What follows belongs to an exercise in optimizing a design on an open flow for small area and a short achievable clock period; a production flow would make more cautious choices. Where RTL was checked, it was by simulation tests only, not by an equivalence proof against the original. Power is estimated from default activity; no workload was simulated.

==> flow/design.v <==
module ao3n
    ( input wire a0, input wire s0
    , input wire a1, input wire s1
    , input wire a2, input wire s2
    , output wire yn
    );
assign yn = ~((a0 & s0) | (a1 & s1) | (a2 & s2));
endmodule
module wbit
    ( input wire q
    , input wire d
    , input wire we
    , input wire hold
    , output wire y
    );
assign y = (we & d) | (hold & q);
endmodule
module predec2
    ( input wire[1:0] a
    , input wire en
    , output reg[3:0] p
    , output reg[3:0] pn
    );
integer k;
always @(*)
    for (k = 0; k < 4; k = k + 1) begin
        p[k]  = en && a == k;
        pn[k] = !(en && a == k);
    end
endmodule
module predec3
    ( input wire[2:0] a
    , output reg[7:0] p
    , output reg[7:0] pn
    );
integer k;
always @(*)
    for (k = 0; k < 8; k = k + 1) begin
        p[k]  = a == k;
        pn[k] = a != k;
    end
endmodule
module nor2m (input wire a, input wire b, output wire y);
assign y = ~(a | b);
endmodule
module nand2m (input wire a, input wire b, output wire y);
assign y = ~(a & b);
endmodule
module dec5
    ( input wire[4:0] a
    , output reg[31:0] y
    );
integer k;
always @(*)
    for (k = 0; k < 32; k = k + 1)
        y[k] = a == k;
endmodule
module dec5c
    ( input wire[4:0] a
    , input wire en
    , output wire[31:0] y
    , output wire[31:0] yn
    );
wire [3:0] lo, lon;
wire [7:0] hi, hin;
predec2 pl (.a(a[1:0]), .en(en), .p(lo), .pn(lon));
predec3 ph (.a(a[4:2]), .p(hi), .pn(hin));
genvar k;
generate
    for (k = 0; k < 32; k = k + 1) begin : g
        nor2m  u (.a(lon[k % 4]), .b(hin[k / 4]), .y(y[k]));
        nand2m v (.a(lo[k % 4]), .b(hi[k / 4]), .y(yn[k]));
    end
endgenerate
endmodule
module or11n
    ( input wire[10:0] tn
    , output wire y
    );
assign y = ~&tn;
endmodule
module resgate (input wire a, input wire r, input wire b, output wire y);
assign y = a & ~r & ~b;
endmodule
module addmachine
    ( input wire clock
    , input wire reset
    , input wire prog_we
    , input wire[4:0] prog_addr
    , input wire[7:0] prog_data
    , output wire[7:0] res
    );
reg [7:0] acc;
reg [7:0] ex;
reg [7:0] opr;
reg       opf;
reg [7:0] fi;
reg       nfi, nacc, bub;
reg [4:0] fad;
wire is_loadi = ex[7:4] == 4'b0001;
wire is_addi  = ex[7:4] == 4'b0010;
wire is_load  = ex[7:5] == 3'b101;
wire is_store = ex[7:5] == 3'b110 && !bub;
wire rd_mem   = ex[7:6] == 2'b10;            
wire keep_acc = ~(is_loadi | is_load);       
wire [7:0] wdata = reset ? prog_data : acc;
wire [4:0] waddr = reset ? prog_addr : ex[4:0];
wire       wen   = reset ? prog_we : is_store;
wire [31:0] we, hold;
dec5c dw (.a(waddr), .en(wen), .y(we), .yn(hold));
wire [7:0] nx    = ({8{nfi}} & fi) | ({8{nacc}} & acc) | ({8{bub}} & mem[0]);
wire [4:0] oaddr = nx[4:0];
wire       fwd_o = is_store && ex[4:0] == oaddr;
wire       fwd_f = is_store && ex[4:0] == fad;
wire [31:0] sel_op, sel_f;
dec5 dop (.a(oaddr), .y(sel_op));
dec5 df  (.a(fad), .y(sel_f));
reg [7:0] mem [0:31];
wire [7:0] opr_nxt, fi_nxt;
genvar i, j;
generate
    for (i = 0; i < 32; i = i + 1) begin : m
        wire [7:0] nxt;
        for (j = 0; j < 8; j = j + 1) begin : b
            wbit w (.q(mem[i][j]), .d(wdata[j]), .we(we[i]), .hold(hold[i]), .y(nxt[j]));
        end
        always @(posedge clock)
            mem[i] <= nxt;
    end
    for (j = 0; j < 8; j = j + 1) begin : r
        wire [10:0] to, tf;
        for (i = 0; i < 10; i = i + 1) begin : g
            ao3n uo (.a0(mem[3*i][j]), .s0(sel_op[3*i]), .a1(mem[3*i+1][j]), .s1(sel_op[3*i+1]),
                     .a2(mem[3*i+2][j]), .s2(sel_op[3*i+2]), .yn(to[i]));
            ao3n uf (.a0(mem[3*i][j]), .s0(sel_f[3*i]), .a1(mem[3*i+1][j]), .s1(sel_f[3*i+1]),
                     .a2(mem[3*i+2][j]), .s2(sel_f[3*i+2]), .yn(tf[i]));
        end
        assign to[10] = ~((mem[30][j] & sel_op[30]) | (mem[31][j] & sel_op[31]));
        assign tf[10] = ~((mem[30][j] & sel_f[30]) | (mem[31][j] & sel_f[31]));
        or11n co (.tn(to), .y(opr_nxt[j]));
        or11n cf (.tn(tf), .y(fi_nxt[j]));
    end
endgenerate
wire [7:0] imm = (is_loadi | is_addi) ? {4'b0000, ex[3:0]} : 8'd0;
wire [7:0] opv = rd_mem ? (opf ? acc : opr) : 8'd0;
wire [7:0] sum = (keep_acc ? acc : 8'd0) + (opv | imm);
always @(posedge clock) begin
    opr <= opr_nxt;
    opf <= fwd_o;
    fi  <= fi_nxt;
    ex  <= nx;
    acc <= bub ? 8'd0 : sum;
    bub <= reset;
    if (reset) begin
        nfi  <= 1'b0;
        nacc <= 1'b0;
        fad  <= 5'd1;
    end else begin
        nacc <= (nx[7:5] == 3'b110 && nx[4:0] == fad) || fwd_f;
        nfi  <= !((nx[7:5] == 3'b110 && nx[4:0] == fad) || fwd_f);
        fad  <= nx[7:5] == 3'b111 ? nx[4:0] : fad + 5'd1;
    end
end
genvar q;
generate
    for (q = 0; q < 8; q = q + 1) begin : o
        resgate g (.a(acc[q]), .r(reset), .b(bub), .y(res[q]));
    end
endgenerate
endmodule
export LEC_CHECK = 0
export ABC_CLOCK_PERIOD_IN_PS = 2800
export CAP_MARGIN = 20
export CELL_PAD_IN_SITES_DETAIL_PLACEMENT = 1
export CELL_PAD_IN_SITES_GLOBAL_PLACEMENT = 2
export CORE_MARGIN = 2
export CORE_UTILIZATION = 45
export PLACE_DENSITY = 0.65
export SETUP_SLACK_MARGIN = 3.05
export SLEW_MARGIN = 20
export SYNTH_HIERARCHICAL = 1
export SYNTH_MINIMUM_KEEP_SIZE = 0
export TNS_END_PERCENT = 100
create_clock -name core_clock -period 6.0 [get_ports {clock}]
standard.sh (not shown) runs the stock make flow with config.mk's settings and CLKGATE_MAP_FILE= SYNTH_SCRIPT=/design/flow/synth_recipe.tcl, a recipe that flattens the netlist after the stock synthesis.
==> flow/flow/run.sh <==
#!/bin/bash
# The standard layout, with two changes: the ports get plain buf_2 buffers
# (which timing repair may resize), and clock tree synthesis adds no dummy
# loads and clusters more flip-flops per leaf buffer.
set -euo pipefail
export BUFFER_PORTS_ARGS="-buffer_cell sky130_fd_sc_hd__buf_2"
export CTS_ARGS="-sink_clustering_enable -repair_clock_nets -buf_list {sky130_fd_sc_hd__clkbuf_4 sky130_fd_sc_hd__clkbuf_8} -sink_clustering_size 14 -sink_clustering_max_diameter 60 -dont_use_dummy_load"
bash standard.sh > standard.log 2>&1
Rerun with:
--- a/flow/design.v
+++ b/flow/design.v
@@ -77,13 +77,10 @@
     ( input wire[10:0] tn
     , output wire y
     );
 assign y = ~&tn;
 endmodule
-module resgate (input wire a, input wire r, input wire b, output wire y);
-assign y = a & ~r & ~b;
-endmodule
 module addmachine
     ( input wire clock
     , input wire reset
     , input wire prog_we
     , input wire[4:0] prog_addr
@@ -93,24 +90,24 @@
 reg [7:0] acc;
 reg [7:0] ex;
 reg [7:0] opr;
 reg       opf;
 reg [7:0] fi;
-reg       nfi, nacc, bub;
+reg       nfi, nacc, nm0;
 reg [4:0] fad;
 wire is_loadi = ex[7:4] == 4'b0001;
 wire is_addi  = ex[7:4] == 4'b0010;
 wire is_load  = ex[7:5] == 3'b101;
-wire is_store = ex[7:5] == 3'b110 && !bub;
+wire is_store = ex[7:5] == 3'b110;
 wire rd_mem   = ex[7:6] == 2'b10;            
 wire keep_acc = ~(is_loadi | is_load);       
 wire [7:0] wdata = reset ? prog_data : acc;
 wire [4:0] waddr = reset ? prog_addr : ex[4:0];
 wire       wen   = reset ? prog_we : is_store;
 wire [31:0] we, hold;
 dec5c dw (.a(waddr), .en(wen), .y(we), .yn(hold));
-wire [7:0] nx    = ({8{nfi}} & fi) | ({8{nacc}} & acc) | ({8{bub}} & mem[0]);
+wire [7:0] nx    = ({8{nfi}} & fi) | ({8{nacc}} & acc) | ({8{nm0}} & mem[0]);
 wire [4:0] oaddr = nx[4:0];
 wire       fwd_o = is_store && ex[4:0] == oaddr;
 wire       fwd_f = is_store && ex[4:0] == fad;
 wire [31:0] sel_op, sel_f;
 dec5 dop (.a(oaddr), .y(sel_op));
@@ -146,25 +143,23 @@
 wire [7:0] sum = (keep_acc ? acc : 8'd0) + (opv | imm);
 always @(posedge clock) begin
     opr <= opr_nxt;
     opf <= fwd_o;
     fi  <= fi_nxt;
-    ex  <= nx;
-    acc <= bub ? 8'd0 : sum;
-    bub <= reset;
     if (reset) begin
+        ex   <= 8'd0;
+        acc  <= 8'd0;
         nfi  <= 1'b0;
         nacc <= 1'b0;
+        nm0  <= 1'b1;
         fad  <= 5'd1;
     end else begin
+        ex   <= nx;
+        acc  <= sum;
         nacc <= (nx[7:5] == 3'b110 && nx[4:0] == fad) || fwd_f;
         nfi  <= !((nx[7:5] == 3'b110 && nx[4:0] == fad) || fwd_f);
+        nm0  <= 1'b0;
         fad  <= nx[7:5] == 3'b111 ? nx[4:0] : fad + 5'd1;
     end
 end
-genvar q;
-generate
-    for (q = 0; q < 8; q = q + 1) begin : o
-        resgate g (.a(acc[q]), .r(reset), .b(bub), .y(res[q]));
-    end
-endgenerate
+assign res = reset ? 8'd0 : acc;
 endmodule
Outcome: The changed run completed with no timing, DRC or antenna violations. Flip-flop and latch count does not change. Synthesized cell count climbs by 0.61%. Register-to-register slack is better by 0.15 ns. Cell count drops by 1.4%. Power drops by about 20%. Setup slack is better by 0.15 ns. Synthesized area drops by about 0.46%. Sequential share of layout area drops by 0.32 points. Sequential power drops by about 14%. Routed wire length climbs by 4.7%.
Only the layout flow was run in the first run of this note; the RTL was not checked for function there.

-- afterwards: timing with drivers on the ports --
The flow's constraints put no driver on any port. The routed layouts listed below were extracted and timed again, unchanged, in two steps.
Step 1, drivers: a clkbuf_16 drives clock and a buf_2 each remaining input, both assumed.
Step 2 times the ports against the registers' clock, not the clock port: input delays grow and output delays shrink by t, the midpoint of the rising clock arrivals with the driver on.
Three values: ideal ports, drivers, drivers and shift; two values: the first two.
run	t, ns	slack for setup (ns)	cell pins on the clock port's net
the first run	0.634	2.889 / 2.889 / 2.570	1
the second run	0.655	3.042 / 2.984 / 2.392	1
After both steps setup and hold are still met in every run listed. For the second run, which loses most, drivers alone change the setup slack by -0.058 ns; drivers and shift together by -0.650 ns.
